What follows belongs to an exercise in optimizing a design on an open flow for small area and a short achievable clock period; a production flow would make more cautious choices.
Only simulation tests tie the RTL to the original design; equivalence was not proved.
Power figures rest on the tool's default switching activity, not on a simulated workload.

### flow/flow/run.sh
#!/bin/bash
# The standard layout (standard.sh), with every input and output port
# buffered by a buf_2 cell instead of the buffer the resizer picks by default.
set -euo pipefail
bash standard.sh 'BUFFER_PORTS_ARGS=-buffer_cell sky130_fd_sc_hd__buf_2' finish > make.log 2>&1
### flow/standard.sh
#!/bin/bash
# synth_recipe.tcl (not shown) runs the flow's synth.tcl, then flattens the netlist and writes it again
# the make line also repeats each setting of config.mk as NAME=value (left out here)
make -C /OpenROAD-flow-scripts/flow DESIGN_CONFIG=/design/flow/config.mk WORK_HOME=/design/flow/orfs CLKGATE_MAP_FILE= SYNTH_SCRIPT=/design/flow/synth_recipe.tcl "${@:-finish}"
### flow/config.mk
export PLATFORM = sky130hd
export DESIGN_NAME = datapath
export DESIGN_NICKNAME = datapath
export VERILOG_FILES = /design/flow/design.v
export SDC_FILE = /design/flow/constraint.sdc
export NUM_CORES = 4
export LEC_CHECK = 0
export CAP_MARGIN = 20
export CORE_MARGIN = 2
export CORE_UTILIZATION = 50
export CTS_BUF_LIST = sky130_fd_sc_hd__clkbuf_4 sky130_fd_sc_hd__clkbuf_8
export SETUP_SLACK_MARGIN = 2.9
export SLEW_MARGIN = 20
export SYNTH_HIERARCHICAL = 1
export SYNTH_MINIMUM_KEEP_SIZE = 0
### flow/constraint.sdc
create_clock -name core_clock -period 5.5 [get_ports {clk}]
set_input_delay 1.1000 -clock core_clock [delete_from_list [all_inputs] [get_ports {clk}]]
set_output_delay 1.1000 -clock core_clock [all_outputs]
set_load 0.01 [all_outputs]
### flow/design.v
module ALU(Aq, Bq, Cq, Sq, imm, shift, asel, bsel, ALUop, loadc, loads, Cn, Sn);
  input  [15:0] Aq, Bq, Cq;
  input  [4:0]  imm;
  input  [1:0]  shift, ALUop;
  input         Sq, asel, bsel, loadc, loads;
  output [15:0] Cn;
  output        Sn;
  wire [3:0] s0, sl, sr, asb, subb, nokill, kz;   
  wire s15;
  bdec15 ud15 (.bsel(bsel), .sh(shift), .s15(s15));
  wire op0b, op1b, ldcb;
  gm_buf ub0 (.a(ALUop[0]), .y(op0b));
  gm_buf ub1 (.a(ALUop[1]), .y(op1b));
  gm_buf ubc (.a(loadc), .y(ldcb));
  wire [1:0] opb = {op1b, op0b};
  genvar i;
  generate
    for (i = 0; i < 4; i = i + 1) begin : dec
      bdec ud (.bsel(bsel), .sh(shift), .s0(s0[i]), .sl(sl[i]), .sr(sr[i]));
      gm_buf uas (.a(asel), .y(asb[i]));
      gm_buf usb (.a(ALUop[0]), .y(subb[i]));
      gm_andn unk (.an(ALUop[1]), .b(loadc), .y(nokill[i]));
      gm_or2 ukz (.a(ALUop[1]), .b(ALUop[0]), .y(kz[i]));
    end
  endgenerate
  wire [15:0] An  = ~Aq;
  wire [16:0] bx  = {1'b0, Bq, 1'b0};
  wire [15:0] Ain, Bin, Bz, By, ai, g, t, xn, nd, wn, rn, zb;
  generate
    for (i = 0; i < 16; i = i + 1) begin : b
      localparam integer D = i / 4;
      gm_nor2 uan (.a(An[i]), .b(asb[D]), .y(Ain[i]));
      gm_xor2 ua (.a(Ain[i]), .b(subb[D]), .y(ai[i]));
      if (i < 5) begin : lo
        wire n0, n1, n2, n3;
        gm_nand2 u0 (.a(s0[D]), .b(bx[i+1]), .y(n0));
        gm_nand2 u1 (.a(sl[D]), .b(bx[i]), .y(n1));
        gm_nand2 u2 (.a(sr[D]), .b(bx[i+2]), .y(n2));
        gm_nand2 u3 (.a(bsel), .b(imm[i]), .y(n3));
        gm_nand4 ub (.a(n0), .b(n1), .c(n2), .d(n3), .y(Bin[i]));
        gm_nand4 uz (.a(n0), .b(n1), .c(n2), .d(n3), .y(Bz[i]));
        gm_nand4 uy (.a(n0), .b(n1), .c(n2), .d(n3), .y(By[i]));
      end else if (i < 15) begin : mid
        wire n0, n1, n2;
        gm_nand2 u0 (.a(s0[D]), .b(bx[i+1]), .y(n0));
        gm_nand2 u1 (.a(sl[D]), .b(bx[i]), .y(n1));
        gm_nand2 u2 (.a(sr[D]), .b(bx[i+2]), .y(n2));
        gm_nand3 ub (.a(n0), .b(n1), .c(n2), .y(Bin[i]));
        gm_nand3 uz (.a(n0), .b(n1), .c(n2), .y(Bz[i]));
        gm_nand3 uy (.a(n0), .b(n1), .c(n2), .y(By[i]));
      end else begin : top
        wire n0, n1;
        gm_nand2 u0 (.a(s15), .b(bx[i+1]), .y(n0));
        gm_nand2 u1 (.a(sl[D]), .b(bx[i]), .y(n1));
        gm_nand2 ub (.a(n0), .b(n1), .y(Bin[i]));
        gm_nand2 uz (.a(n0), .b(n1), .y(Bz[i]));
        gm_nand2 uy (.a(n0), .b(n1), .y(By[i]));
      end
      gm_nand3 ug (.a(Bin[i]), .b(ai[i]), .c(nokill[D]), .y(g[i]));
      gm_nor2 ut (.a(Bin[i]), .b(ai[i]), .y(t[i]));
      gm_xnor2 ux (.a(Ain[i]), .b(Bz[i]), .y(xn[i]));
      gm_nand2 un (.a(Ain[i]), .b(By[i]), .y(nd[i]));
      if (i == 0) begin : z0
        gm_inv uz (.a(xn[0]), .y(wn[0]));
      end else begin : zi
        zx uz (.q(xn[i]), .tn(t[i-1]), .kn(kz[D]), .y(wn[i]));
      end
      gm_mux2i ur (.s(op0b), .a0(nd[i]), .a1(Bz[i]), .y(rn[i]));
      gm_mux2i uq (.s(op1b), .a0(wn[i]), .a1(rn[i]), .y(zb[i]));
    end
  endgenerate
  wire [15:0] y   = op1b ? (op0b ? ~By : ~nd) : ~xn;
  wire [15:0] yc  = ldcb ? y : Cq;
  wire        sq  = ~(~loads & Sq);
  wire g1_1;
  wire g1_3;
  wire t1_3;
  wire g1_5;
  wire t1_5;
  wire g1_7;
  wire t1_7;
  wire g1_9;
  wire t1_9;
  wire g1_11;
  wire t1_11;
  wire g1_13;
  wire t1_13;
  wire g1_1_n;
  wire g2_2;
  wire g2_3;
  wire g1_5_n;
  wire t1_5_n;
  wire g2_6;
  wire t2_6;
  wire g2_7;
  wire t2_7;
  wire g1_9_n;
  wire t1_9_n;
  wire g2_10;
  wire t2_10;
  wire g2_11;
  wire t2_11;
  wire g1_13_n;
  wire t1_13_n;
  wire g2_14;
  wire t2_14;
  wire g3_4;
  wire g2_3_n;
  wire g3_5;
  wire g3_6;
  wire g3_7;
  wire g3_12;
  wire t3_12;
  wire g2_11_n;
  wire t2_11_n;
  wire g3_13;
  wire t3_13;
  wire g3_14;
  wire t3_14;
  wire g3_7_n;
  wire g4_8;
  wire g4_9;
  wire g4_10;
  wire g4_11;
  wire g4_12;
  wire g4_13;
  wire g4_14;
  g_oai u1 (.gh(g[1]), .th(t[1]), .gl(g[0]), .go(g1_1));
  pg_oai u2 (.gh(g[3]), .th(t[3]), .gl(g[2]), .tl(t[2]), .go(g1_3), .to(t1_3));
  pg_oai u3 (.gh(g[5]), .th(t[5]), .gl(g[4]), .tl(t[4]), .go(g1_5), .to(t1_5));
  pg_oai u4 (.gh(g[7]), .th(t[7]), .gl(g[6]), .tl(t[6]), .go(g1_7), .to(t1_7));
  pg_oai u5 (.gh(g[9]), .th(t[9]), .gl(g[8]), .tl(t[8]), .go(g1_9), .to(t1_9));
  pg_oai u6 (.gh(g[11]), .th(t[11]), .gl(g[10]), .tl(t[10]), .go(g1_11), .to(t1_11));
  pg_oai u7 (.gh(g[13]), .th(t[13]), .gl(g[12]), .tl(t[12]), .go(g1_13), .to(t1_13));
  pfx_inv u8 (.a(g1_1), .y(g1_1_n));
  g_oai u9 (.gh(g[2]), .th(t[2]), .gl(g1_1_n), .go(g2_2));
  g_aoi u10 (.gh(g1_3), .th(t1_3), .gl(g1_1), .go(g2_3));
  pfx_inv u11 (.a(g1_5), .y(g1_5_n));
  pfx_inv u12 (.a(t1_5), .y(t1_5_n));
  pg_oai u13 (.gh(g[6]), .th(t[6]), .gl(g1_5_n), .tl(t1_5_n), .go(g2_6), .to(t2_6));
  pg_aoi u14 (.gh(g1_7), .th(t1_7), .gl(g1_5), .tl(t1_5), .go(g2_7), .to(t2_7));
  pfx_inv u15 (.a(g1_9), .y(g1_9_n));
  pfx_inv u16 (.a(t1_9), .y(t1_9_n));
  pg_oai u17 (.gh(g[10]), .th(t[10]), .gl(g1_9_n), .tl(t1_9_n), .go(g2_10), .to(t2_10));
  pg_aoi u18 (.gh(g1_11), .th(t1_11), .gl(g1_9), .tl(t1_9), .go(g2_11), .to(t2_11));
  pfx_inv u19 (.a(g1_13), .y(g1_13_n));
  pfx_inv u20 (.a(t1_13), .y(t1_13_n));
  pg_oai u21 (.gh(g[14]), .th(t[14]), .gl(g1_13_n), .tl(t1_13_n), .go(g2_14), .to(t2_14));
  g_oai u22 (.gh(g[4]), .th(t[4]), .gl(g2_3), .go(g3_4));
  pfx_inv u23 (.a(g2_3), .y(g2_3_n));
  g_aoi u24 (.gh(g1_5), .th(t1_5), .gl(g2_3_n), .go(g3_5));
  g_aoi u25 (.gh(g2_6), .th(t2_6), .gl(g2_3_n), .go(g3_6));
  g_oai u26 (.gh(g2_7), .th(t2_7), .gl(g2_3), .go(g3_7));
  pg_oai u27 (.gh(g[12]), .th(t[12]), .gl(g2_11), .tl(t2_11), .go(g3_12), .to(t3_12));
  pfx_inv u28 (.a(g2_11), .y(g2_11_n));
  pfx_inv u29 (.a(t2_11), .y(t2_11_n));
  pg_aoi u30 (.gh(g1_13), .th(t1_13), .gl(g2_11_n), .tl(t2_11_n), .go(g3_13), .to(t3_13));
  pg_aoi u31 (.gh(g2_14), .th(t2_14), .gl(g2_11_n), .tl(t2_11_n), .go(g3_14), .to(t3_14));
  pfx_inv u32 (.a(g3_7), .y(g3_7_n));
  g_oai u33 (.gh(g[8]), .th(t[8]), .gl(g3_7_n), .go(g4_8));
  g_aoi u34 (.gh(g1_9), .th(t1_9), .gl(g3_7), .go(g4_9));
  g_aoi u35 (.gh(g2_10), .th(t2_10), .gl(g3_7), .go(g4_10));
  g_oai u36 (.gh(g2_11), .th(t2_11), .gl(g3_7_n), .go(g4_11));
  g_aoi u37 (.gh(g3_12), .th(t3_12), .gl(g3_7), .go(g4_12));
  g_oai u38 (.gh(g3_13), .th(t3_13), .gl(g3_7_n), .go(g4_13));
  g_oai u39 (.gh(g3_14), .th(t3_14), .gl(g3_7_n), .go(g4_14));
  assign Cn[0] = yc[0];
  cxnor cx1 (.c(g[0]), .y(yc[1]), .o(Cn[1]));
  cxor cx2 (.c(g1_1), .y(yc[2]), .o(Cn[2]));
  cxor cx3 (.c(g2_2), .y(yc[3]), .o(Cn[3]));
  cxnor cx4 (.c(g2_3), .y(yc[4]), .o(Cn[4]));
  cxor cx5 (.c(g3_4), .y(yc[5]), .o(Cn[5]));
  cxnor cx6 (.c(g3_5), .y(yc[6]), .o(Cn[6]));
  cxnor cx7 (.c(g3_6), .y(yc[7]), .o(Cn[7]));
  cxor cx8 (.c(g3_7), .y(yc[8]), .o(Cn[8]));
  cxor cx9 (.c(g4_8), .y(yc[9]), .o(Cn[9]));
  cxnor cx10 (.c(g4_9), .y(yc[10]), .o(Cn[10]));
  cxnor cx11 (.c(g4_10), .y(yc[11]), .o(Cn[11]));
  cxor cx12 (.c(g4_11), .y(yc[12]), .o(Cn[12]));
  cxnor cx13 (.c(g4_12), .y(yc[13]), .o(Cn[13]));
  cxor cx14 (.c(g4_13), .y(yc[14]), .o(Cn[14]));
  cxor cx15 (.c(g4_14), .y(yc[15]), .o(Cn[15]));
  wire [7:0] zn1;
  wire [3:0] z2;
  wire [1:0] zn3;
  z_nand zt1_0 (.a(zb[0]), .b(zb[1]), .y(zn1[0]));
  z_nand zt1_1 (.a(zb[2]), .b(zb[3]), .y(zn1[1]));
  z_nand zt1_2 (.a(zb[4]), .b(zb[5]), .y(zn1[2]));
  z_nand zt1_3 (.a(zb[6]), .b(zb[7]), .y(zn1[3]));
  z_nand zt1_4 (.a(zb[8]), .b(zb[9]), .y(zn1[4]));
  z_nand zt1_5 (.a(zb[10]), .b(zb[11]), .y(zn1[5]));
  z_nand zt1_6 (.a(zb[12]), .b(zb[13]), .y(zn1[6]));
  z_nand zt1_7 (.a(zb[14]), .b(zb[15]), .y(zn1[7]));
  z_nor zt2_0 (.a(zn1[0]), .b(zn1[1]), .y(z2[0]));
  z_nor zt2_1 (.a(zn1[2]), .b(zn1[3]), .y(z2[1]));
  z_nor zt2_2 (.a(zn1[4]), .b(zn1[5]), .y(z2[2]));
  z_nor zt2_3 (.a(zn1[6]), .b(zn1[7]), .y(z2[3]));
  z_nand zt3_0 (.a(z2[0]), .b(z2[1]), .y(zn3[0]));
  z_nand zt3_1 (.a(z2[2]), .b(z2[3]), .y(zn3[1]));
  z_fin zt4 (.a(zn3[0]), .b(zn3[1]), .ldn(~loads), .q(sq), .y(Sn));
endmodule
module pg_aoi(gh, th, gl, tl, go, to);
  input gh, th, gl, tl;
  output go, to;
  assign go = ~(gh | (th & gl));
  assign to = ~(th & tl);
endmodule
module g_aoi(gh, th, gl, go);
  input gh, th, gl;
  output go;
  assign go = ~(gh | (th & gl));
endmodule
module pg_oai(gh, th, gl, tl, go, to);
  input gh, th, gl, tl;
  output go, to;
  assign go = ~(gh & (th | gl));
  assign to = ~(th | tl);
endmodule
module g_oai(gh, th, gl, go);
  input gh, th, gl;
  output go;
  assign go = ~(gh & (th | gl));
endmodule
module pfx_inv(a, y);
  input a;
  output y;
  assign y = ~a;
endmodule
module gm_mux2i(s, a0, a1, y);
  input s, a0, a1;
  output y;
  assign y = ~(s ? a1 : a0);
endmodule
module zx(q, tn, kn, y);
  input q, tn, kn;
  output y;
  assign y = ~(q ^ ~(tn | kn));
endmodule
module bdec(bsel, sh, s0, sl, sr);
  input bsel;
  input [1:0] sh;
  output s0, sl, sr;
  assign s0 = ~bsel & ~sh[1] & ~sh[0];
  assign sl = ~bsel & ~sh[1] & sh[0];
  assign sr = ~bsel & sh[1];
endmodule
module bdec15(bsel, sh, s15);
  input bsel;
  input [1:0] sh;
  output s15;
  assign s15 = ~bsel & (sh[1] == sh[0]);
endmodule
module z_fin(a, b, ldn, q, y);
  input a, b, ldn, q;
  output y;
  assign y = ~((a | b | ldn) & q);
endmodule
module gm_andn(an, b, y);
  input an, b;
  output y;
  assign y = ~an & b;
endmodule
module gm_buf(a, y);
  input a;
  output y;
  assign y = a;
endmodule
module gm_nand4(a, b, c, d, y);
  input a, b, c, d;
  output y;
  assign y = ~(a & b & c & d);
endmodule
module gm_or2(a, b, y);
  input a, b;
  output y;
  assign y = a | b;
endmodule
module gm_nor2(a, b, y);
  input a, b;
  output y;
  assign y = ~(a | b);
endmodule
module gm_xor2(a, b, y);
  input a, b;
  output y;
  assign y = a ^ b;
endmodule
module gm_xnor2(a, b, y);
  input a, b;
  output y;
  assign y = ~(a ^ b);
endmodule
module gm_nand2(a, b, y);
  input a, b;
  output y;
  assign y = ~(a & b);
endmodule
module gm_nand3(a, b, c, y);
  input a, b, c;
  output y;
  assign y = ~(a & b & c);
endmodule
module gm_inv(a, y);
  input a;
  output y;
  assign y = ~a;
endmodule
module cxor(c, y, o);
  input c, y;
  output o;
  assign o = c ^ y;
endmodule
module cxnor(c, y, o);
  input c, y;
  output o;
  assign o = ~(c ^ y);
endmodule
module z_nand(a, b, y);
  input a, b;
  output y;
  assign y = ~(a & b);
endmodule
module z_nor(a, b, y);
  input a, b;
  output y;
  assign y = ~(a | b);
endmodule
module regfile(data_in, writenum, write, readnum, clk, data_out);
  input [15:0] data_in;
  input [2:0] writenum, readnum;
  input write, clk;
  output [15:0] data_out;
  reg [15:0] R [7:0];
  always_ff @(posedge clk)
    if (write)
      R[writenum] <= data_in;
  wire [7:0] rs;
  genvar k, b;
  generate
    for (k = 0; k < 8; k = k + 1) begin : dec
      assign rs[k] = (readnum == k);
    end
    for (b = 0; b < 16; b = b + 1) begin : rd
      rd8 m (.rs(rs), .r({R[7][b], R[6][b], R[5][b], R[4][b], R[3][b], R[2][b], R[1][b], R[0][b]}),
             .y(data_out[b]));
    end
  endgenerate
endmodule
module rd8(rs, r, y);
  input [7:0] rs, r;
  output y;
  assign y = |(rs & r);
endmodule
module datapath (clk, writenum, readnum, write, datapath_in, vsel, loada, loadb, loadc, shift, asel, bsel, ALUop, loads, Z_out, datapath_out);
  input write, clk, loada, loadb, loadc, asel, bsel, loads, vsel;
  input [1:0] ALUop, shift;
  input [2:0] writenum, readnum;
  input [15:0] datapath_in;
  output reg Z_out;
  output reg [15:0] datapath_out;
  reg  [15:0] aloaded, in;
  wire [15:0] data_in, data_out, cn;
  wire sn;
  assign data_in = vsel ? datapath_in : datapath_out;
  regfile REGFILE(data_in, writenum, write, readnum, clk, data_out);
  always_ff @(posedge clk) if (loada) aloaded <= data_out;
  always_ff @(posedge clk) if (loadb) in <= data_out;
  ALU alu(aloaded, in, datapath_out, Z_out, datapath_in[4:0], shift, asel, bsel, ALUop,
          loadc, loads, cn, sn);
  always_ff @(posedge clk) Z_out <= sn;
  always_ff @(posedge clk) datapath_out <= cn;
endmodule
==> results of run 1 <==
layer usage:
layer  wire length (um)  global-route usage (%)
met1              10010                   30.79
met2              10970                   38.09
met3                519                   3.419
met4                226                   6.433
met5                  0                       0
state kept, by name, summed over array words and instances (netlist names):
signal and flops:
REGFILE.R 128, aloaded 16, datapath_out 16, in 16, Z_out 1
worst max-delay path: cells and delay by family:
family	cells	cell delay, ps
and+or+nand+nor	4	760
AOI/OAI and AO/OA	4	620
buffers and inverters	2	300
xor gates and xnor gates	1	120
metrics by stage:
stage,instances,area (um^2)
floorplan,756,9190
global placement,1021,9625
detailed placement,1021,9625
CTS,1054,10130
global route,1058,10290
finish,1058,10290
area by class of cell:
| class | count | area [um^2] | area share (%) |
|---|---|---|---|
| multi-input combinational | 526 | 3926 | 38.15 |
| timing repair buffer | 64 | 406.6 | 3.951 |
| clock inverter | 14 | 173.9 | 1.690 |
| sequential | 177 | 5145 | 49.99 |
| tap | 229 | 286.5 | 2.784 |
| inverter | 30 | 112.6 | 1.094 |
| clock buffer | 18 | 241.5 | 2.346 |
Yosys stat by module, one instance, submodules excluded, a selection:
| module | copies in the design | flip-flops and latches |
|---|---|---|
| gm_nand4 | 15 | 0 |
| gm_inv | 1 | 0 |
| pg_oai | 10 | 0 |
| regfile | 1 | 128 |
| bdec15 | 1 | 0 |
| g_aoi | 6 | 0 |
worst max-delay path by stage:
stage	endpoint	slack, ps
after detailed placement	datapath_out[9]	1870
after CTS	datapath_out[9]	2900
after global placement	datapath_out[9]	2020
after global routing	Z_out	2880
final	datapath_out[10]	2960
after floorplan	datapath_out[14]	2900
logic make-up (layout without fill, tap and decap cells):
group / Yosys count / in the layout / share of synthesized area [%]
AO/OA/AOI/OAI: 109 / 109 / 9.340
XOR/XNOR: 62 / 62 / 5.970
multiplexers: 64 / 64 / 7.675
buffers and inverters: 53 / 126 / 3.384
AND/OR/NAND/NOR: 290 / 290 / 17.03
other: 1 / 1 / 0.04123
flip-flops: 177 / 177 / 56.56
cells in the final DEF, fill, tap and decap left out, drive strengths merged, types with 23 or more instances in the layout:
cell | netlist | final
nand2 | 85 | 85
inv | 30 | 36
buf | 21 | 64
xor2 | 24 | 24
nor3b | 23 | 23
a22oi | 64 | 64
xnor2 | 38 | 38
mux2i | 48 | 48
nand3 | 45 | 45
nor2 | 61 | 61
edfxtp | 160 | 160
nand4 | 31 | 31
where the power goes:
| part | total [W] | internal (W) | leakage, nW | switching, W |
|---|---|---|---|---|
| Clock | 0.000937 | 0.000461 | 0.209 | 0.000476 |
| Sequential | 0.00167 | 0.00160 | 1.63 | 0.0000632 |
| Combinational | 0.000622 | 0.000250 | 2.07 | 0.000372 |
| Total | 0.00323 | 0.00231 | 3.91 | 0.000911 |
synth_stat cells, types with 2 or more instances:
cell	n
sky130_fd_sc_hd__o21ai_2	10
sky130_fd_sc_hd__nor3b_1	23
sky130_fd_sc_hd__and4bb_2	3
sky130_fd_sc_hd__and2b_2	4
sky130_fd_sc_hd__buf_6	6
sky130_fd_sc_hd__buf_4	12
sky130_fd_sc_hd__dfxtp_1	17
sky130_fd_sc_hd__or2_1	4
sky130_fd_sc_hd__a211o_1	15
sky130_fd_sc_hd__mux2i_1	48
sky130_fd_sc_hd__nand2_1	85
sky130_fd_sc_hd__nor2_1	46
sky130_fd_sc_hd__o21ai_1	8
sky130_fd_sc_hd__a21oi_2	10
sky130_fd_sc_hd__clkbuf_1	2
sky130_fd_sc_hd__xnor2_1	38
sky130_fd_sc_hd__nor2_2	15
sky130_fd_sc_hd__and4b_2	3
sky130_fd_sc_hd__xor2_1	24
sky130_fd_sc_hd__nand3_1	45
sky130_fd_sc_hd__and3b_1	3
sky130_fd_sc_hd__nand4_1	31
sky130_fd_sc_hd__nor2b_1	15
sky130_fd_sc_hd__a22oi_1	64
sky130_fd_sc_hd__mux2_4	10
sky130_fd_sc_hd__inv_1	30
sky130_fd_sc_hd__buf_2	2
sky130_fd_sc_hd__edfxtp_1	160
sky130_fd_sc_hd__nor2b_4	4
sky130_fd_sc_hd__nor3_1	5
sky130_fd_sc_hd__mux2_2	6
timing repair:
| action | CTS | global route |
|---|---|---|
| pin swaps | 1 | 6 |
| gates resized for setup | 22 | 33 |
| endpoints found under the setup margin | 14 | 8 |
| buffers inserted | 1 | 4 |
==> summary.txt, run 1 <==
Critical path
The data required time of the critical path is roughly 6000 ps. The maximum single-stage delay on the critical path is approximately 270 ps. The sort of element at the end of the critical path is a flip-flop. STA puts the critical path data arrival time at approximately 2900 ps. The worst register-to-register path has a setup slack of roughly 3500 ps. Walking the worst path, the cells encountered are buf_12 -> and2b_2 -> nand2_1 -> nand4_1 -> nor2_2 -> o21ai_4 -> a21oi_4 -> o21ai_4 -> buf_4 -> a21oi_2 -> xnor2_1.

The count of cells along the worst register-to-register path is 10. Among the stages of the critical path, the cell type that occurs most often is sky130_fd_sc_hd__o21ai_4. The largest individual stage delay along the critical path comes from the cell sky130_fd_sc_hd__and2b_2. The sort of element at the start of the critical path is a primary input. The type of the worst setup path is in -> reg. The startpoint identified for the worst register-to-register timing path is aloaded[0].

The critical path starts at bsel. The critical register-to-register path endpoint is datapath_out[15]. The largest fanout on the critical path is 18.

Placed design
The count of port buffers added during placement is 51. The sum of net half-perimeters after detailed placement is 14.98 mm. Routability-driven placement finished with a final weighted congestion of 0.8375.

Timing analysis after detailed placement gives a worst setup slack of 1870 ps.

Cells and area
The post-route core utilization is roughly 57%. 0 antenna diodes ended up in the layout. In the final layout, the share of cells above drive strength 1 is 26.06%. After the last flow step, the layout net total stands at 851. The total of fill cells in the finished design is 1,484. From synthesis to final layout, the design area changed by 13.15%.

Floorplanning
In this run the core area contains 49 standard-cell rows. For this design the top-level I/O count stands at 52. The x dimension of the die is 138.9 um.

The area of the die is around 0.019 mm^2. The starting density of the core is approximately 51%. The die outline height is around 140 um. The total area inside the core boundary comes to 0.01790 mm^2.

Clock network
In this run the deepest clock path goes through 2 buffers. The tree is rooted in a sky130_fd_sc_hd__clkbuf_8. In this run, CTS created clock tree buffers numbering 17. The TritonCTS sink count is 177.

The clock transition at the registers of the reported paths is 100 ps. TritonCTS built the clock tree. The clock insertion delay at the later pin of the skew report is around 460 ps.

In this run the number of H-tree levels came out at 4. The number of hold buffers added after CTS was 0.

Power and ir drop
The power density relative to cell area is 313.3 mW/mm^2. The analysis attributes to cell leakage a power of 3.909 nW. The peak ir drop on the vdd network is roughly 170 uV. Power comes to roughly 0.0032 W.

Global route
Across every metal layer, demand over resource in global routing totals 22.63%. The remaining global-route overflow is 0. The first global-routing pass estimated 33.03 mm of wire. The number of global-route vias before repair is 5,872. Entering global routing, the biggest net connects 38 pins. The number of antenna violations at the first check in global routing is 0.

Detailed routing
The remaining routing DRC violations is 0. The number of detailed-routing iterations run before antenna repair is 5. The total via count in the routed design is between 6,000 and 7,000. The sum of routed wire length over all layers is 21.73 mm.

The detailed router finished its first iteration with approximately 340 violations. After detailed routing, the average wire length per cell comes to 20.54 um. The detail route stage leaves a number of antenna-violating nets equal to 0. The detail-routed via count per cell is between 5 and 6.

STA
For the pin with the worst max-slew slack, the measured transition is 860.8 ps. Static timing analysis puts the maximum clock frequency at approximately 0.39 GHz. The final clock skew is between 20 and 25 ps. The final-report hold violation count was 0. Setup repair after global routing could not meet its margin everywhere. The share of the clock period used by the worst path is between 40% and 50%. The number of max-slew violations in the final report is 0. The final setup violation count is 0. The relative slew slack is 42.61%. The worst hold slack is 486.5 ps. The final sum of negative setup slack is 0 ps. In the post-route analysis, the smallest setup slack over all paths is 2963 ps. The final period demand of the worst path is 2537 ps.

Yosys
For this run, the leading register cell type out of synthesis is sky130_fd_sc_hd__edfxtp_1. The count of flip-flops with a built-in enable after synthesis is 160. The cell type with the highest aggregate area in the netlist is sky130_fd_sc_hd__edfxtp_1. The total standard cell area after synthesis is approximately 0.009 mm^2. The number of warnings printed during yosys synthesis is 8.

Sequential cells were found to cover 56.56% of the synthesized design area. The average instance in the mapped netlist occupies 12.03 um^2. The cell count after synthesis came out at ~760. The share of flip-flops with an asynchronous set or reset is 0%.

The number of nets handed over by synthesis was between 700 and 800. Synthesis inferred 177 register bits. After synthesis, the largest area contributor takes up between 50% and 60% of total cell area. Yosys attributes the largest share of cell area to sky130_fd_sc_hd__edfxtp_1 (53%), sky130_fd_sc_hd__mux2i_1 (5.3%), sky130_fd_sc_hd__a22oi_1 (5.3%), sky130_fd_sc_hd__dfxtp_1 (3.7%), sky130_fd_sc_hd__xnor2_1 (3.7%). The number of unique standard cell types used by synthesis is 39.

Flow run
The count of max-cap constraint violations is 0.

Worst hold path
The path with the worst hold slack has its endpoint at Z_out. The critical hold path startpoint is Z_out. The worst hold path belongs to the class reg -> reg. Counting instances, the worst hold path has a depth of 2.

Status
The run finished with no timing, DRC or antenna violations.
==> run 2, diff against run 1 <==
--- a/flow/config.mk
+++ b/flow/config.mk
@@ -7,7 +7,7 @@
 export LEC_CHECK = 0
 export CAP_MARGIN = 20
 export CORE_MARGIN = 2
-export CORE_UTILIZATION = 50
+export CORE_UTILIZATION = 60
 export CTS_BUF_LIST = sky130_fd_sc_hd__clkbuf_4 sky130_fd_sc_hd__clkbuf_8
 export SETUP_SLACK_MARGIN = 2.9
 export SLEW_MARGIN = 20
==> run 2 against run 1 <==
Compared with the run above: die area down 16%; clock skew down 8.8 ps; worst hold slack better by 11 ps; wire length down 3.9%; maximum frequency up 0.21%; first-iteration DRC count up 35%; sequential power about the same; still clean; critical path type unchanged; largest power group unchanged; largest cell class unchanged; clock power down 2%.
==> summary.txt, run 2 <==
STA
Setup violations remaining at the end of the flow were counted as 0. The final-report hold violation count is 0. Setup repair after global routing could not meet its margin everywhere. The highest achievable clock rate is about 0.4 GHz. The slew at the pin closest to its max-slew limit is 888.6 ps. The post-layout worst setup margin is slightly below 3000 ps. After layout, the worst path uses 46.04% of the clock period. Clock skew on the completed layout was measured at 13.23 ps. Summed over all failing endpoints, the final setup total negative slack is 0 ps. The number of max-slew violations in the final report was 0. After layout, the minimum clock period comes to ~2500 ps. The worst pin sits at a relative slew slack of 40.76%.

Cells and area
The area growth from synthesis to layout is 12.50%. In the final layout, the share of cells above drive strength 1 is 26.14%. Summing all non-filler instances in the final layout gives an area of 0.01023 mm^2. The flip-flop count of the largest register after layout is 128.

Leaving out fill and tap cells, the most frequent cell in the layout is sky130_fd_sc_hd__edfxtp_1. The register with the highest flop count is REGFILE.R. The number of antenna diodes in the final layout is 0.

The top cell types in the final layout, fill and taps aside, are sky130_fd_sc_hd__edfxtp_1 (160), sky130_fd_sc_hd__nand2_1 (84), sky130_fd_sc_hd__a22oi_1 (64), sky130_fd_sc_hd__mux2i_1 (48), sky130_fd_sc_hd__buf_2 (44). The number of nets in the layout is 852.

Global route
The number of antenna violations at the first check in global routing is 0. The global-route wire length before repair is 32.42 mm. The remaining global-route overflow is 0. Across every metal layer, demand over resource in global routing totals 26.84%. The number of global-route vias before repair is 5,997. The pin count of the biggest net entering global routing is 38.

Critical path
Along the worst path, the maximum fanout reaches 16. The launch point of the worst reg-to-reg path is aloaded[14]. STA puts the critical path data arrival time at roughly 3000 ps. By instance count, the cell type seen most on the critical path is sky130_fd_sc_hd__nor2_1. The worst register-to-register path ends at Z_out. The cell type of the slowest stage on the worst timing path is sky130_fd_sc_hd__nor2_1. STA classifies the critical path startpoint as a primary input. The critical path is of the in -> reg type. The most critical setup path has its startpoint at asel.

The worst reg-to-reg setup slack is 3510 ps. The sort of element at the end of the critical path is a flip-flop. The critical path ends at Z_out. In this design, the stage delay of the slowest critical-path cell is between 300 and 400 ps.

The data required time of the critical path is 5890 ps. Measured in cells, the most critical reg-to-reg path has a length of 11. The signal on the critical path passes through buf_4 -> nor2_1 -> xor2_1 -> nor2_1 -> nor2_2 -> xnor2_1 -> mux2i_1 -> nand2_1 -> nor2_1 -> nand2_1 -> o31ai_2.

Yosys
The fraction of the yosys area taken by sequential cells is 56.56%. The main combinational cell family by area after synthesis is simple AND/OR/NAND/NOR gates. By area the synthesized netlist is led by sky130_fd_sc_hd__edfxtp_1 (53%), sky130_fd_sc_hd__mux2i_1 (5.3%), sky130_fd_sc_hd__a22oi_1 (5.3%), sky130_fd_sc_hd__dfxtp_1 (3.7%), sky130_fd_sc_hd__xnor2_1 (3.7%). Of the total synthesized cell area, the portion taken by XOR and XNOR cells is 5.970%. The number of warnings printed during yosys synthesis is 8.

The cell area that synthesis handed to floorplanning was 0.009096 mm^2. After Yosys synthesis, and, or, nand and nor cells account for ~17% of the synthesized area. The share of the synthesized area in compound gates (AO/OA/AOI/OAI) is roughly a tenth. The mean post-synth cell area is 12.03 um^2.

The synthesized design spends more area on one cell type than any other, namely sky130_fd_sc_hd__edfxtp_1. The share of flip-flops with an asynchronous set or reset is 0%. Counting distinct cell types in the post-synthesis netlist gives 39. The most used flip-flop cell after synthesis is sky130_fd_sc_hd__edfxtp_1.

When the netlist entered floorplanning its net count stood at 791. The commonest cells after synthesis are sky130_fd_sc_hd__edfxtp_1 (160), sky130_fd_sc_hd__nand2_1 (85), sky130_fd_sc_hd__a22oi_1 (64). After synthesis the netlist holds a flip-flop and latch count of around 180. Summing the areas of all fa, ha and maj instances in the mapped netlist gives 0% of the synthesized area. Yosys instantiated no cell more often than sky130_fd_sc_hd__edfxtp_1. Measured against the total synthesized area, the mux share comes to 7.675%.

The gate count of the mapped netlist is between 700 and 800. The portion of synthesized cell area occupied by the leading cell type is 52.82%. The count of flip-flops with a built-in enable after synthesis is 160.

Placed design
The placed instances occupy a cell area of 0.009574 mm^2. The sum of net half-perimeters after detailed placement is 14.57 mm. The count of port buffers added during placement is 51. Timing analysis after detailed placement gives a worst setup slack of between 1500 and 2000 ps. The routability congestion estimate from global placement is 0.9357.

Clock network
The number of buffers on the longest clock path is 2. The depth of the CTS H-tree is 4. Hold repair after CTS inserted 0 buffers. The clock tree from TritonCTS is built.

The tree is rooted in a sky130_fd_sc_hd__clkbuf_8. CTS saw roughly 180 sinks. The clock transition at the registers of the reported paths is 100 ps. The CTS buffer count is 17. The clock insertion delay at the later pin of the skew report is 460 ps.

Detailed routing
The routed wire length per instance is 20.51 um. Summed over all layers, the routed wires come to 20.88 mm. The detailed router finished its first iteration with roughly 450 violations.

The count of nets left with antenna violations once routing finished came out at 0. In the routed layout, each cell is associated on average with a via count of 6.010. Before antenna repair, the detailed router went through 5 iterations.

The total via count in the routed design is a little over 6,000. For this run, design rule violations remaining after detail routing come to 0.

Power and ir drop
In this run the power density over the cells is 312.6 mW/mm^2. Across the VDD grid, the largest voltage drop is 228.5 uV. The standby leakage power is 3.908 nW.

Floorplanning
The area of the die is 0.01616 mm^2. The core box area is 0.01503 mm^2. The initial utilization of the core area, before any placement, comes to 60.51%. Row generation in the floorplan step produced between 40 and 50 rows.

The x dimension of the die is 127.1 um. In this run the count of I/O pins placed on the die edge is 52. Measured along the y axis, the die boundary spans 127.1 um.

Flow run
The count of max-cap constraint violations is 0.

Worst hold path
The path category of the worst min-delay check is reg -> reg.

Status
The run finished with no timing, DRC or antenna violations.
[run 2: layer usage]
| layer | GRT usage (%) | vias to the layer above | routed length (um) |
|---|---|---|---|
| li1 | - | 2939 | - |
| met3 | 3.894 | 38 | 865 |
| met4 | 9.761 | 0 | 486 |
| met5 | 0 | - | 0 |
| met1 | 35.21 | 2977 | 8933 |
| met2 | 45.98 | 164 | 10590 |
[run 2: logic make-up (layout without fill, tap and decap cells)]
group	after synthesis	in the layout
buf+inv	53	127
xor+xnor	62	62
other cells	1	1
simple gates	290	290
mux	64	64
flops	177	177
compound gates	109	109
[run 2: critical path, delay by kind of cell]
| kind | cells | cell delay (ps) |
|---|---|---|
| buffers and inverters | 1 | 210 |
| AND/OR/NAND/NOR | 6 | 1000 |
| XOR/XNOR | 2 | 250 |
| multiplexers | 1 | 130 |
| AO/OA/AOI/OAI | 1 | 220 |
[run 2: area by class of cell]
type,count,area [um^2]
Sequential cell,177,5145
Fill cell,1117,4800
Timing Repair Buffer,65,412.9
Clock inverter,14,177.7
Clock buffer,18,241.5
Tap cell,188,235.2
Inverter,30,112.6
Multi-Input combinational cell,526,3909
[run 2: what timing repair did]
| action | 4_1_cts | 5_1_grt |
|---|---|---|
| gates resized for setup | 18 | 31 |
| pin swaps | 3 | 7 |
| endpoints found under the setup margin | 13 | 9 |
| setup buffers | 2 | 4 |
[run 2: Yosys stat by module, one instance, submodules excluded, a selection]
module | cells | area, um^2 | flops+latches | times used
gm_nand4 | 1 | 6.256 | 0 | 15
cxor | 1 | 8.758 | 0 | 8
bdec15 | 2 | 12.51 | 0 | 1
gm_mux2i | 1 | 10.01 | 0 | 32
regfile | 144 | 4000 | 128 | 1
gm_xnor2 | 1 | 8.758 | 0 | 16
gm_buf | 1 | 7.507 | 0 | 11
gm_or2 | 1 | 6.256 | 0 | 4
gm_nand2 | 1 | 3.754 | 0 | 70
gm_nor2 | 1 | 3.754 | 0 | 31
cxnor | 1 | 8.758 | 0 | 7
g_oai | 1 | 5.005 | 0 | 8
bdec | 3 | 21.27 | 0 | 4
[run 2: worst min path at each step]
stage               start    end  slack, ps  cells past startpoint
global route        Z_out  Z_out        520                      2
finish              Z_out  Z_out        500                      2
global placement    Z_out  Z_out        480                      2
CTS                 Z_out  Z_out        510                      2
floorplan           Z_out  Z_out        500                      2
detailed placement  Z_out  Z_out        490                      2
[run 2: per-stage QoR]
| step | cells | utilization (%) | hold WS (ps) | power (W) |
|---|---|---|---|---|
| CTS | 1014 | 67.05 | 507.6 | 0.003188 |
| finish | 1018 | 68.07 | 497.2 | 0.003199 |
| global placement | 980 | 63.69 | 476.1 | 0.002264 |
| global route | 1018 | 68.07 | 516.3 | 0.003316 |
| floorplan | 756 | - | 498.6 | 0.002087 |
| detailed placement | 980 | 63.69 | 487.4 | 0.002278 |
[run 2: power by group]
part	leakage [nW]	switching [W]	internal [W]	total, W
Clock	0.209	0.000493	0.000425	0.000918
Combinational	2.07	0.000363	0.000250	0.000613
Sequential	1.63	0.0000657	0.00160	0.00167
Total	3.91	0.000922	0.00228	0.00320
==> run 3, diff against run 2 <==
--- a/flow/config.mk
+++ b/flow/config.mk
@@ -9,7 +9,7 @@
 export CORE_MARGIN = 2
 export CORE_UTILIZATION = 60
 export CTS_BUF_LIST = sky130_fd_sc_hd__clkbuf_4 sky130_fd_sc_hd__clkbuf_8
-export SETUP_SLACK_MARGIN = 2.9
+export SETUP_SLACK_MARGIN = 3.0
 export SLEW_MARGIN = 20
 export SYNTH_HIERARCHICAL = 1
 export SYNTH_MINIMUM_KEEP_SIZE = 0
==> run 3 against run 2 <==
Compared with the run above: critical path depth is the same; still clean; sequential share of layout area shrank 1.6 points; critical path type unchanged; setup slack gained 54 ps; core utilization grew 2.3 points.
==> summary.txt, run 3 <==
Status
The flow ran to the end and the layout has no timing, DRC or antenna violations.

Yosys
The top flip-flop cell by instance count after synthesis is sky130_fd_sc_hd__edfxtp_1. The post-synthesis register bit count is 177. The mux share of post-synthesis cell area is 7.675%. The number of warnings printed during yosys synthesis is 8.

The fraction of the yosys area taken by sequential cells is 56.56%. The post-synthesis share of cell area spent on and, or, nand and nor gates is 17.03%. After synthesis, the largest family of logic cells by area is simple AND/OR/NAND/NOR gates. The mean post-synth cell area is 12.03 um^2. The share of flip-flops with an asynchronous set or reset is 0%.

The share of the synthesized area in compound gates (AO/OA/AOI/OAI) is around a tenth. By count the netlist is led by sky130_fd_sc_hd__edfxtp_1 (160), sky130_fd_sc_hd__nand2_1 (85), sky130_fd_sc_hd__a22oi_1 (64). The cell type with the highest aggregate area in the netlist is sky130_fd_sc_hd__edfxtp_1.

In this run the biggest area consumer among cell types represents between 50 and 60% of the synthesized area. After synthesis, the cell types taking the most area are sky130_fd_sc_hd__edfxtp_1 (53%), sky130_fd_sc_hd__mux2i_1 (5.3%), sky130_fd_sc_hd__a22oi_1 (5.3%), sky130_fd_sc_hd__dfxtp_1 (3.7%), sky130_fd_sc_hd__xnor2_1 (3.7%). The gate count of the mapped netlist is 756.

The synthesized netlist devotes 0% of its cell area to adder and majority cells. The total standard cell area after synthesis is 0.009096 mm^2. Yosys mapped the design onto 39 distinct sky130hd cell types. The net count after synthesis is 791.

The fraction of synthesized cell area in xor and xnor cells is 5.970%. The count of flip-flops with a built-in enable after synthesis is between 150 and 200. In the post-synthesis netlist, the cell with the most instances is sky130_fd_sc_hd__edfxtp_1.

Detailed routing
The DRC marker count from the first detailed-route iteration is 459. The sum of routed wire length over all layers is 21.84 mm. The remaining routing DRC violations is 0. The final route contains 6,311 vias. The number of detailed-routing iterations run before antenna repair is 5. The post-route antenna net violation count is 0.

In the routed layout, each cell is associated on average with a via count of 6.151. Dividing the detail-routed wire length by the instance count gives about 21 um.

Cells and area
The register with the most flip-flops in the layout has between 100 and 150 of them. The total of fill cells in the finished design is 1,070. The number of antenna repair diodes is 0.

In the layout the commonest cells are sky130_fd_sc_hd__edfxtp_1 (160), sky130_fd_sc_hd__nand2_1 (77), sky130_fd_sc_hd__a22oi_1 (64), sky130_fd_sc_hd__mux2i_1 (48), sky130_fd_sc_hd__buf_2 (44). The library cell used most frequently in the layout, excluding fill and tap cells, is sky130_fd_sc_hd__edfxtp_1. REGFILE.R holds more flip-flops than any other register. From synthesis to final layout, the design area changed by 16.27%.

In the final layout, the share of cells above drive strength 1 is between 30% and 40%. The number of nets in the layout is 860.

STA
The worst path in the final design needs a cycle of 2479 ps, including I/O delays and setup. The highest achievable clock rate is 0.4035 GHz. The final-report hold violation count is 0.

Setup violations remaining at the end of the flow were counted as 0. Setup repair after global routing could not meet its margin everywhere. The number of max-slew violations in the final report is 0. On the final layout, the worst clock skew is between 15 and 20 ps. The relative slew slack is ~44%. For the pin with the worst max-slew slack, the measured transition is 841.8 ps.

The share of the clock period used by the worst path is 45.06%. Setup total negative slack on the finished layout was measured at 0 ps.

Global route
The pin count of the biggest net entering global routing is 38. After global routing the overflow that remains totals 0. The number of antenna violations at the first check in global routing is 0. In the global route stage, overall resource usage came out at 27.77%. The number of global-route vias before repair was 6,184. The global-route wire length before repair is roughly 34 mm.

Clock network
The H-tree was split into 4 levels. TritonCTS created 17 clock buffers. The buffer cell driving the clock tree root is sky130_fd_sc_hd__clkbuf_8. The clock transition at the registers of the reported paths is around 110 ps. The number of buffers on the longest clock path is 2. TritonCTS built the clock tree. Counting every sink on the clock net gives 177.

The clock insertion delay at the later pin of the skew report is 470 ps. The hold buffer count at cts is 0.

Critical path
The end point of the critical path is datapath_out[15]. The largest fanout on the critical path is 9. In this run the critical register-to-register path is launched from aloaded[1]. The sort of element at the end of the critical path is a flip-flop. The type of the worst setup path is in -> reg.

In this run the critical register-to-register path is captured at datapath_out[15]. The timing startpoint of the critical path is shift[0]. Counting cells, the worst reg-to-reg path comes to 10.

Data on the critical path arrives at its endpoint at 2870 ps. Across all register-to-register paths, the minimum setup slack is approximately 3500 ps. For the worst setup path, the data required time is 5900 ps.

The worst setup path is launched from a primary input.

Power and ir drop
Per report_power, the clock group accounts for 27.3% of the total. The total power is 0.003192 W. The internal power of the cells totals approximately 0.0022 W. The standby leakage power is a little over 4 nW. Of the total power, the share spent switching nets is 30.54%. The sequential share of power is a little over half. Dividing total power by cell area gives a power density of 301.8 mW/mm^2. The switching power is 0.0009749 W. The peak ir drop on the vdd network is between 200 and 250 uV.

Per report_power, the combinational group accounts for 20.5% of the total.

Worst hold path
The path class of the tightest hold or removal check is reg -> reg.

Floorplanning
The core box area is 0.01503 mm^2. The starting density of the core is between 60% and 70%. between 50 and 60 I/O pins were placed. The die is 127.1 um tall. The die covers 0.01616 mm^2. In this run the horizontal extent of the chip is 127.1 um.

In this run the core area contains 45 standard-cell rows.

Placed design
Routability-driven placement finished with a final weighted congestion of 0.9475. Detailed placement finished with a half-perimeter wire length of 14.47 mm. The count of port buffers added during placement is 51.

Flow run
The count of max-cap constraint violations is 0.
## run 3: cell types whose count changed in the layout (fill, tap and decap cells not counted), moves of 3 or more
cell,before,now
sky130_fd_sc_hd__inv_8,1,4
sky130_fd_sc_hd__xor2_1,23,16
sky130_fd_sc_hd__nor2_1,21,11
sky130_fd_sc_hd__xnor2_2,3,7
sky130_fd_sc_hd__xnor2_1,35,31
sky130_fd_sc_hd__nand3_1,43,39
sky130_fd_sc_hd__xor2_2,1,8
sky130_fd_sc_hd__nand2_2,1,8
sky130_fd_sc_hd__nor2_4,3,15
sky130_fd_sc_hd__nand2_1,84,77
sky130_fd_sc_hd__nand3_2,2,6
## run 3: timing repair
action / CTS / global route
setup endpoints to repair: 12 / 9
pin swaps: 3 / 32
gates cloned: 0 / 2
gates resized for setup: 20 / 61
buffers inserted: 4 / 8
## run 3: metal layers
metal	wire, um	vias to the layer above	GRT usage [%]	part of all wire (%)
met5	0	-	0	0
met4	671	0	9.502	3.1
met3	1092	61	4.355	5.0
met2	10770	213	45.89	49
met1	9307	3071	38.03	43
li1	-	2966	-	-
## run 3: power by group through the flow
| stage | clock [W] | combinational [W] | sequential (W) |
|---|---|---|---|
| floorplan | 0 | 0.000416 | 0.00168 |
| global placement | 0 | 0.000580 | 0.00169 |
| detailed placement | 0 | 0.000592 | 0.00169 |
| CTS | 0.000884 | 0.000608 | 0.00166 |
| global route | 0.000934 | 0.000713 | 0.00167 |
| finish | 0.000870 | 0.000655 | 0.00167 |
## run 3: worst min path at each step
stage,endpoint,from,cells past startpoint
floorplan,Z_out,Z_out,2
global placement,Z_out,Z_out,2
detailed placement,Z_out,Z_out,2
CTS,Z_out,Z_out,2
global route,Z_out,Z_out,2
finish,Z_out,Z_out,2
## run 3: cell families (layout without fill, tap and decap cells)
| kind of cell | after synthesis | count (layout) |
|---|---|---|
| compound gates | 109 | 109 |
| xor+xnor | 62 | 62 |
| buf+inv | 53 | 135 |
| flops | 177 | 177 |
| mux | 64 | 64 |
| other cells | 1 | 1 |
| simple gates | 290 | 290 |
## run 3: stage by stage
| stage | cells | hold slack, ps | cell area (um^2) | setup WS [ps] | util, % |
|---|---|---|---|---|---|
| after global routing | 1026 | 526.5 | 10580 | 2964 | 70.35 |
| after floorplan | 756 | 498.6 | 9303 | 2938 | - |
| final | 1026 | 521.9 | 10580 | 3021 | 70.35 |
| after CTS | 1016 | 515.2 | 10170 | 2993 | 67.64 |
| after detailed placement | 980 | 499.3 | 9666 | 2164 | 64.29 |
| after global placement | 980 | 474.1 | 9666 | 2229 | 64.29 |
## run 3: worst max-delay path, cell delays in order
cell	delay [ps]
sky130_fd_sc_hd__buf_12	130
sky130_fd_sc_hd__nor3_4	250
sky130_fd_sc_hd__nand2_1	140
sky130_fd_sc_hd__nand4_1	180
sky130_fd_sc_hd__nand3_2	140
sky130_fd_sc_hd__o21ai_4	180
sky130_fd_sc_hd__a21oi_4	100
sky130_fd_sc_hd__o21ai_4	240
sky130_fd_sc_hd__inv_4	90
sky130_fd_sc_hd__o21ai_4	160
sky130_fd_sc_hd__xor2_1	160
## run 3: area by class of cell
cell class	instances	area (um^2)	area share, %
clock buffers	18	241.5	2.283
clock inverters	14	145.1	1.372
inverters	30	115.1	1.088
multi-input cells	526	4134	39.09
flip-flops and latches	177	5145	48.65
well taps	188	235.2	2.224
repair buffers	73	560.5	5.300
## run 3: modules after synthesis, one instance, submodules excluded, excerpt
| module | area, um^2 | flip-flops and latches | cells inside | times used |
|---|---|---|---|---|
| bdec | 21.27 | 0 | 3 | 4 |
| datapath | 1550 | 49 | 67 | 1 |
| g_aoi | 8.758 | 0 | 1 | 6 |
| g_oai | 5.005 | 0 | 1 | 8 |
| gm_andn | 13.76 | 0 | 1 | 4 |
| gm_nand2 | 3.754 | 0 | 1 | 70 |
| gm_nand3 | 5.005 | 0 | 1 | 45 |
| gm_nand4 | 6.256 | 0 | 1 | 15 |
| gm_xnor2 | 8.758 | 0 | 1 | 16 |
| pfx_inv | 3.754 | 0 | 1 | 11 |
| rd8 | 36.28 | 0 | 5 | 16 |
| z_nand | 3.754 | 0 | 1 | 10 |
| z_nor | 3.754 | 0 | 1 | 4 |
==> run 4, diff against run 3 <==
--- a/flow/config.mk
+++ b/flow/config.mk
@@ -9,7 +9,7 @@
 export CORE_MARGIN = 2
 export CORE_UTILIZATION = 60
 export CTS_BUF_LIST = sky130_fd_sc_hd__clkbuf_4 sky130_fd_sc_hd__clkbuf_8
-export SETUP_SLACK_MARGIN = 3.0
+export SETUP_SLACK_MARGIN = 2.75
 export SLEW_MARGIN = 20
 export SYNTH_HIERARCHICAL = 1
 export SYNTH_MINIMUM_KEEP_SIZE = 0
==> run 4 against run 3 <==
Compared with the run above: sequential cell count is the same; total power shrank 1.4%; clock power grew 3.1%; worst hold slack lost 50 ps; sequential power is essentially flat; combinational power shrank 11%; synthesized cell count is the same; clock-buffer cell count shrank 1; critical endpoint is now Z_out.
==> summary.txt, run 4 <==
Power and ir drop
In this run the static leakage power is 3.839 nW. The peak ir drop on the vdd network is ~330 uV. The total power is between 0.003 and 0.004 W. Power spread over the standard cell area amounts to 314.2 mW/mm^2.

Floorplanning
The die outline height is 127.1 um. The floorplan step defined a die boundary enclosing 0.01616 mm^2. From left edge to right edge, the die measures 127.1 um. The floorplan step defined a core boundary enclosing roughly 0.015 mm^2.

The starting density of the core is roughly 60%. The top-level port count is 52. The total number of placement rows is 45.

Critical path
The data required time of the critical path is 5900 ps. In this run the register-to-register setup slack is approximately 3400 ps. Data arrives at the worst endpoint at 3060 ps.

STA classifies the critical path startpoint as a primary input. The worst setup path is of the in -> reg kind. The sort of element at the end of the critical path is a flip-flop. The largest fanout on the critical path is 18. The count of cells along the worst register-to-register path is 10.

STA
The routed design could run at a clock period as short as 2660 ps. At the pin with the least slew margin, the transition time is roughly 830 ps. In the final timing run, aggregate negative setup slack is 0 ps.

Setup repair after global routing could not meet its margin everywhere. The worst pin sits at a relative slew slack of 44.41%. Derived from the worst setup path, the maximum achievable clock frequency is about 0.38 GHz. The final-report hold violation count was 0.

The share of the clock period used by the worst path is 48.36%. The final clock skew is roughly 22 ps. The post-layout worst setup margin is 2840 ps.

The final setup violation count is 0. The number of max-slew violations in the final report is 0.

Global route
The first global-routing pass estimated 32.40 mm of wire. The number of global-route vias before repair came to 6,104. The number of antenna violations at the first check in global routing is 0. The remaining global-route overflow is 0.

Across every metal layer, demand over resource in global routing totals a little over a quarter. Entering global routing, the biggest net connects 38 pins.

Yosys
The leading cell type by number of instances after synthesis is sky130_fd_sc_hd__edfxtp_1. Counting flops with a built-in enable in the synthesized netlist gives 160. The portion of synthesized cell area occupied by the leading cell type is 52.82%. sky130_fd_sc_hd__edfxtp_1 takes more of the synthesized area than any other cell. The post-synthesis register bit count is roughly 180. When the netlist entered floorplanning its net count stood at 791.

In the synthesized netlist, the number of instances is 756. Yosys attributes the largest share of cell area to sky130_fd_sc_hd__edfxtp_1 (53%), sky130_fd_sc_hd__mux2i_1 (5.3%), sky130_fd_sc_hd__a22oi_1 (5.3%), sky130_fd_sc_hd__dfxtp_1 (3.7%), sky130_fd_sc_hd__xnor2_1 (3.7%). The share of flip-flops with an asynchronous set or reset is 0%. The synthesized netlist occupies a cell area of 0.009096 mm^2. In the synthesized netlist, the cells that appear most often are sky130_fd_sc_hd__edfxtp_1 (160), sky130_fd_sc_hd__nand2_1 (85), sky130_fd_sc_hd__a22oi_1 (64). The number of warnings printed during yosys synthesis is 8. The number of unique standard cell types used by synthesis is 39.

A synthesized cell averages 12.03 um^2. For this run, the leading register cell type out of synthesis is sky130_fd_sc_hd__edfxtp_1. Sequential elements use 56.56% of the synthesized area.

Detailed routing
Once detail routing completed, the nets flagged for antenna violations numbered 0. The total met3 wirelength after detailed routing is 998 um. The length of routed wiring on met1 is 8.892 mm. The routed wire length on met2 is 10.46 mm. The DRC marker count from the first detailed-route iteration is 401. The first detailed-routing pass ran for 5 iterations. The sum of routed wire length over all layers is 20.72 mm.

After detailed routing, the number of vias per cell comes to 6.032. The highest routing layer actually used is met4. The final route contains between 6,000 and 7,000 vias. The routed wire length per instance is between 20 and 25 um.

The remaining routing DRC violations is 0.

Clock network
The clock tree from TritonCTS is built. In this run the deepest clock path goes through 2 buffers. The CTS buffer count is 17.

CTS built an H-tree with a depth of 4. For this design, the CTS-stage hold fixing added 0 buffers. After clock tree synthesis, the clock-pin slew on the worst setup and hold paths is about 110 ps.

The buffer cell driving the clock tree root is sky130_fd_sc_hd__clkbuf_8. The clock insertion delay at the later pin of the skew report is 470 ps. The TritonCTS sink count is roughly 180.

Placed design
After detailed placement, the design holds a cell count of slightly below 1,000. At the end of routability-driven placement, the weighted congestion stood at 0.8557. The count of port buffers added during placement is around 50. Before CTS, the worst setup slack after placement is around 1900 ps. Summed over all nets, the half-perimeter wirelength after detailed placement is 14.19 mm.

Cells and area
Leaving out filler cells and counting taps, the final layout contains 1,012. The layout overhead on the synthesized area is 10.12%. The repair_antennas step left the layout with diodes totalling 0.

The register with the most flip-flops in the layout has approximately 130 of them. Of the cells placed in the final design, the portion with a size suffix greater than 1 is 21.72%. In the final layout, flip-flops and latches occupy between 0.005 and 0.006 mm^2. The register with the highest flop count is REGFILE.R. The library cells used most frequently in the layout, excluding fill and tap cells, are sky130_fd_sc_hd__edfxtp_1 (160), sky130_fd_sc_hd__nand2_1 (85), sky130_fd_sc_hd__a22oi_1 (64), sky130_fd_sc_hd__mux2i_1 (48), sky130_fd_sc_hd__buf_2 (46). Leaving out fill and tap cells, the most frequent cell in the layout is sky130_fd_sc_hd__edfxtp_1. The total of fill cells in the finished design is 1,129.

In the final layout, the multi-input gates occupy 0.003771 mm^2. The number of nets in the layout is 846.

Status
The flow ran to the end and the layout has no timing, DRC or antenna violations.

Worst hold path
The path category of the worst min-delay check is reg -> reg. Along the worst hold path, the cell count comes to 2.

Flow run
Max-cap violations in this run came to 0.
## run 4: cell counts after synthesis
Identical to the previous run, type by type.
## run 4: cell families (layout without fill, tap and decap cells)
| group | count (synthesis) | count (layout) | synth area share, % |
|---|---|---|---|
| other | 1 | 1 | 0.04123 |
| and+or+nand+nor | 290 | 290 | 17.03 |
| buffers and inverters | 53 | 121 | 3.384 |
| muxes | 64 | 64 | 7.675 |
| AOI/OAI and AO/OA | 109 | 109 | 9.340 |
| DFF | 177 | 177 | 56.56 |
| xor gates and xnor gates | 62 | 62 | 5.970 |
## run 4: worst max-delay path, stage by stage
cell and delay (ps):
sky130_fd_sc_hd__buf_4 260, sky130_fd_sc_hd__and2b_2 290, sky130_fd_sc_hd__nand2_1 110, sky130_fd_sc_hd__nand4_1 140, sky130_fd_sc_hd__nor2_1 250, sky130_fd_sc_hd__nor2_2 60
sky130_fd_sc_hd__xnor2_1 120, sky130_fd_sc_hd__mux2i_1 150, sky130_fd_sc_hd__nand2_1 70, sky130_fd_sc_hd__nor2_1 200, sky130_fd_sc_hd__nand2_1 100, sky130_fd_sc_hd__o31ai_2 210
## run 4: area by class of cell
cell class                      instances  share of cell area (%)
Inverter                               30                   1.124
Clock inverter                         15                   1.849
Clock buffer                           17                   2.336
Sequential cell                       177                   51.36
Tap cell                              188                   2.348
Multi-Input combinational cell        526                   37.65
Timing Repair Buffer                   59                   3.335
## run 4: metrics by stage
| step | hold slack (ps) | util, % | cell area (um^2) |
|---|---|---|---|
| 3_3_place_gp | 443.9 | 63.21 | 9503 |
| 6_report | 472.1 | 66.63 | 10020 |
| 2_1_floorplan | 498.6 | - | 9126 |
| 4_1_cts | 475.2 | 66.23 | 9956 |
| 5_1_grt | 511.8 | 66.63 | 10020 |
| 3_5_place_dp | 448.9 | 63.21 | 9503 |
## run 4: layer usage
layer  vias to the layer above  track usage [%]
li1                       2930                -
met1                      2962            35.05
met2                       185            45.38
met3                        27            5.235
met4                         0            9.825
met5                         -                0
## run 4: worst paths after layout
check        startpoint                to
max                bsel             Z_out
min reg2reg       Z_out             Z_out
max reg2reg  aloaded[1]  datapath_out[14]
min               Z_out             Z_out
## run 4: per-module statistics from Yosys, one instance, submodules excluded, excerpt
module | times used | flip-flops and latches | cells inside | area [um^2]
gm_mux2i | 32 | 0 | 1 | 10.01
gm_inv | 1 | 0 | 1 | 3.754
gm_nand2 | 70 | 0 | 1 | 3.754
bdec15 | 1 | 0 | 2 | 12.51
gm_nand4 | 15 | 0 | 1 | 6.256
ALU | 1 | 0 | 94 | 680.7
pfx_inv | 11 | 0 | 1 | 3.754
gm_or2 | 4 | 0 | 1 | 6.256
## run 4: timing repair
action	in CTS	in global routing
pin swaps	0	2
setup endpoints to repair	9	5
buffers inserted	0	1
resized for setup	8	12
## run 4: report_power, final
group	internal [W]	total [W]	switching (W)
clock	0.000348	0.000897	0.000549
combinational	0.000236	0.000586	0.000350
sequential	0.00160	0.00166	0.0000620
total	0.00219	0.00315	0.000961
==> run 5, diff against run 4 <==
--- a/flow/design.v
+++ b/flow/design.v
@@ -25,7 +25,7 @@
   endgenerate
   wire [15:0] An  = ~Aq;
   wire [16:0] bx  = {1'b0, Bq, 1'b0};
-  wire [15:0] Ain, Bin, Bz, By, ai, g, t, xn, nd, wn, rn, zb;
+  wire [15:0] Ain, Bin, Bz, ai, g, t, xn, nd, wn, rn, zb;
   generate
     for (i = 0; i < 16; i = i + 1) begin : b
       localparam integer D = i / 4;
@@ -39,7 +39,6 @@
         gm_nand2 u3 (.a(bsel), .b(imm[i]), .y(n3));
         gm_nand4 ub (.a(n0), .b(n1), .c(n2), .d(n3), .y(Bin[i]));
         gm_nand4 uz (.a(n0), .b(n1), .c(n2), .d(n3), .y(Bz[i]));
-        gm_nand4 uy (.a(n0), .b(n1), .c(n2), .d(n3), .y(By[i]));
       end else if (i < 15) begin : mid
         wire n0, n1, n2;
         gm_nand2 u0 (.a(s0[D]), .b(bx[i+1]), .y(n0));
@@ -47,19 +46,17 @@
         gm_nand2 u2 (.a(sr[D]), .b(bx[i+2]), .y(n2));
         gm_nand3 ub (.a(n0), .b(n1), .c(n2), .y(Bin[i]));
         gm_nand3 uz (.a(n0), .b(n1), .c(n2), .y(Bz[i]));
-        gm_nand3 uy (.a(n0), .b(n1), .c(n2), .y(By[i]));
       end else begin : top
         wire n0, n1;
         gm_nand2 u0 (.a(s15), .b(bx[i+1]), .y(n0));
         gm_nand2 u1 (.a(sl[D]), .b(bx[i]), .y(n1));
         gm_nand2 ub (.a(n0), .b(n1), .y(Bin[i]));
         gm_nand2 uz (.a(n0), .b(n1), .y(Bz[i]));
-        gm_nand2 uy (.a(n0), .b(n1), .y(By[i]));
       end
       gm_nand3 ug (.a(Bin[i]), .b(ai[i]), .c(nokill[D]), .y(g[i]));
       gm_nor2 ut (.a(Bin[i]), .b(ai[i]), .y(t[i]));
       gm_xnor2 ux (.a(Ain[i]), .b(Bz[i]), .y(xn[i]));
-      gm_nand2 un (.a(Ain[i]), .b(By[i]), .y(nd[i]));
+      gm_nand2 un (.a(Ain[i]), .b(Bz[i]), .y(nd[i]));
       if (i == 0) begin : z0
         gm_inv uz (.a(xn[0]), .y(wn[0]));
       end else begin : zi
@@ -69,7 +66,7 @@
       gm_mux2i uq (.s(op1b), .a0(wn[i]), .a1(rn[i]), .y(zb[i]));
     end
   endgenerate
-  wire [15:0] y   = op1b ? (op0b ? ~By : ~nd) : ~xn;
+  wire [15:0] y   = op1b ? rn : ~xn;
   wire [15:0] yc  = ldcb ? y : Cq;
   wire        sq  = ~(~loads & Sq);
   wire g1_1;
--- a/flow/config.mk
+++ b/flow/config.mk
@@ -9,7 +9,8 @@
 export CORE_MARGIN = 2
 export CORE_UTILIZATION = 60
 export CTS_BUF_LIST = sky130_fd_sc_hd__clkbuf_4 sky130_fd_sc_hd__clkbuf_8
-export SETUP_SLACK_MARGIN = 2.75
+export CTS_CLUSTER_SIZE = 25
+export SETUP_SLACK_MARGIN = 2.9
 export SLEW_MARGIN = 20
 export SYNTH_HIERARCHICAL = 1
 export SYNTH_MINIMUM_KEEP_SIZE = 0
==> run 5 against run 4 <==
Compared with the run above: worst hold slack better by 28 ps; design area down 1.7%; critical endpoint is now datapath_out[12]; still clean; clock power down 1%; largest power group unchanged; maximum frequency up 4.9%; clock-buffer cell count up 1; final cell count down 1.6%.
==> summary.txt, run 5 <==
Yosys
The number of unique standard cell types used by synthesis is 36. The portion of synthesized cell area occupied by the leading cell type is 54.78%. Ranked by total cell area, the synthesized netlist is headed by sky130_fd_sc_hd__edfxtp_1 (55%), sky130_fd_sc_hd__a22oi_1 (5.5%), sky130_fd_sc_hd__nand2_1 (4.3%), sky130_fd_sc_hd__dfxtp_1 (3.9%), sky130_fd_sc_hd__xnor2_1 (3.8%). For this run, the number of Yosys warnings is 8. Synthesis produced 736 cells. By count the netlist is led by sky130_fd_sc_hd__edfxtp_1 (160), sky130_fd_sc_hd__nand2_1 (100), sky130_fd_sc_hd__a22oi_1 (64). A synthesized cell averages 11.92 um^2. Among all flip-flop cells after synthesis, the most frequent one is sky130_fd_sc_hd__edfxtp_1. After synthesis the netlist holds a flip-flop and latch count of ~180.

Worst hold path
The path category of the worst min-delay check is reg -> reg.

Critical path
STA classifies the critical path endpoint as a flip-flop.

Placed design
The worst setup slack before clock tree synthesis is 2221 ps. The routability congestion estimate from global placement is 0.8753. In this run the tool buffered the top-level ports with 51 buffer cells.

Clock network
The hold buffer count at cts is 0. The CTS buffer count is 17. The buffer cell driving the clock tree root is sky130_fd_sc_hd__clkbuf_8.

STA
Across all hold checks on the routed design, the worst slack comes to 500.0 ps. Dividing the final minimum period by the clock period gives 46.11%. Setup repair after global routing could not meet its margin everywhere. The slew at the pin closest to its max-slew limit is between 800 and 900 ps.

The final period demand of the worst path is 2536 ps. The post-layout worst setup margin is 2964 ps. The final setup violation count is 0.

Detailed routing
The detail-routed via count per cell is 5.811. The total via count in the routed design is between 5,000 and 6,000. Once detail routing completed, the nets flagged for antenna violations numbered 0. The remaining routing DRC violations is 0. The routed design has around 19 mm of wire.

Power and ir drop
The clock network power share is 28.8%. The net switching fraction of the power is between 20% and 30%. Of the total power, combinational logic draws 17.6%. The power density relative to cell area is 312.7 mW/mm^2.

Cells and area
At the end of the flow the core is filled with cells to between 60% and 70%. The library cell used most frequently in the layout, excluding fill and tap cells, is sky130_fd_sc_hd__edfxtp_1. The register with the highest flop count is REGFILE.R.

In the final layout, the share of cells above drive strength 1 is approximately 25%. In the layout the commonest cells are sky130_fd_sc_hd__edfxtp_1 (160), sky130_fd_sc_hd__nand2_1 (100), sky130_fd_sc_hd__a22oi_1 (64), sky130_fd_sc_hd__buf_2 (44), sky130_fd_sc_hd__nor2_1 (41). The number of nets in the layout is between 800 and 900. From synthesis to final layout, the design area changed by 12.25%.

Floorplanning
The die is 124.9 um tall. The x dimension of the die is 124.9 um. Once the floorplan was initialized, standard cells occupied 60.81% of the core. The area of the die is roughly 0.016 mm^2. 52 I/O pins were placed. The core region is ~0.014 mm^2.

Global route
The number of antenna violations at the first check in global routing came to 0. Entering global routing, the biggest net connects 42 pins.

Status
The run finished with no timing, DRC or antenna violations.
run 5: cell types whose count changed in the layout (fill, tap and decap cells not counted), sizes merged, moves of 15 or more:
cell,change
or2,+16
a211o,-15
nor2b,-15
nand2,+15
mux2i,-16
nor2,+16
nor3b,-16
a31oi,+16
run 5: path summary, 6_finish.rpt:
path | startpoint | to | slack (ps) | cells past startpoint
max | shift[1] | datapath_out[12] | 2960 | 11
min | Z_out | Z_out | 500 | 2
min reg2reg | Z_out | Z_out | 500 | 2
max reg2reg | aloaded[0] | datapath_out[12] | 3540 | 10
run 5: final cells by class:
cell class                      count  area, um^2
Tap cell                          184       230.2
Timing Repair Buffer               64       381.6
Inverter                           29       108.9
Clock inverter                     14       162.7
Fill cell                        1083        4578
Sequential cell                   177        5145
Clock buffer                       18       241.5
Multi-Input combinational cell    510        3576
run 5: worst max-delay path: stages:
cell                      delay (ps)
sky130_fd_sc_hd__buf_4           230
sky130_fd_sc_hd__and2b_2         220
sky130_fd_sc_hd__nand2_1          80
sky130_fd_sc_hd__nand4_1         140
sky130_fd_sc_hd__nand3_2         120
sky130_fd_sc_hd__o21ai_2         270
sky130_fd_sc_hd__a21oi_4         120
sky130_fd_sc_hd__o21ai_4         250
sky130_fd_sc_hd__inv_2           110
sky130_fd_sc_hd__o21ai_2         130
sky130_fd_sc_hd__xor2_1          160
run 5: logic make-up after synthesis:
| group | count (synthesis) | synth area share, % |
|---|---|---|
| xor+xnor | 62 | 6.191 |
| flops | 177 | 58.66 |
| buf+inv | 49 | 3.095 |
| other cells | 1 | 0.04275 |
| mux | 48 | 6.134 |
| simple gates | 290 | 16.66 |
| compound gates | 109 | 9.215 |
run 5: power groups by stage:
stage               Clock, W  Combinational [W]  Sequential [W]
finish              0.000886           0.000543         0.00165
global route        0.000944           0.000597         0.00166
CTS                 0.000896           0.000522         0.00165
detailed placement         0           0.000520         0.00168
global placement           0           0.000507         0.00168
floorplan                  0           0.000364         0.00167
run 5: metal layers:
layer	vias to the layer above	GRT usage [%]	wire length [um]
met5	-	0	0
met4	0	8.301	268
met3	21	3.479	796
met2	141	40.24	9274
met1	2798	34.93	8608
li1	2828	-	-
run 5: modules after synthesis, one instance, submodules excluded, a selection:
module    cell area [um^2]  cells inside  copies in the design  flip-flops and latches
datapath              1550            67                     1                      49
zx                   15.01             2                    15                       0
gm_xnor2             8.758             1                    16                       0
cxnor                8.758             1                     7                       0
z_nand               3.754             1                    10                       0
gm_inv               3.754             1                     1                       0
g_oai                5.005             1                     8                       0
gm_nor2              3.754             1                    31                       0
ALU                  440.4            90                     1                       0
g_aoi                8.758             1                     6                       0
bdec15               12.51             2                     1                       0
gm_andn              13.76             1                     4                       0
regfile               4000           144                     1                     128
gm_or2               6.256             1                     4                       0
run 5: timing repair:
item	4_1_cts	5_1_grt
pin swaps	0	8
endpoints found under the setup margin	10	8
gates resized for setup	4	32
setup buffers	0	7
endpoints found under the hold margin	0	0
run 5: metrics by stage:
| stage | total power [W] | instances | area [um^2] |
|---|---|---|---|
| after floorplan | 0.002034 | 736 | 8859 |
| after global placement | 0.002184 | 957 | 9255 |
| after detailed placement | 0.002199 | 957 | 9255 |
| after CTS | 0.003067 | 989 | 9669 |
| after global routing | 0.003198 | 996 | 9846 |
| final | 0.003079 | 996 | 9846 |

Re-timed with assumed drivers on the ports (clkbuf_16 on the clock, buf_2 on other inputs), run 5 has 2.975 ns of setup slack against 2.964 ns with ideal ports, and 2.482 ns once port delays also move by the mid clock arrival of 0.493 ns.
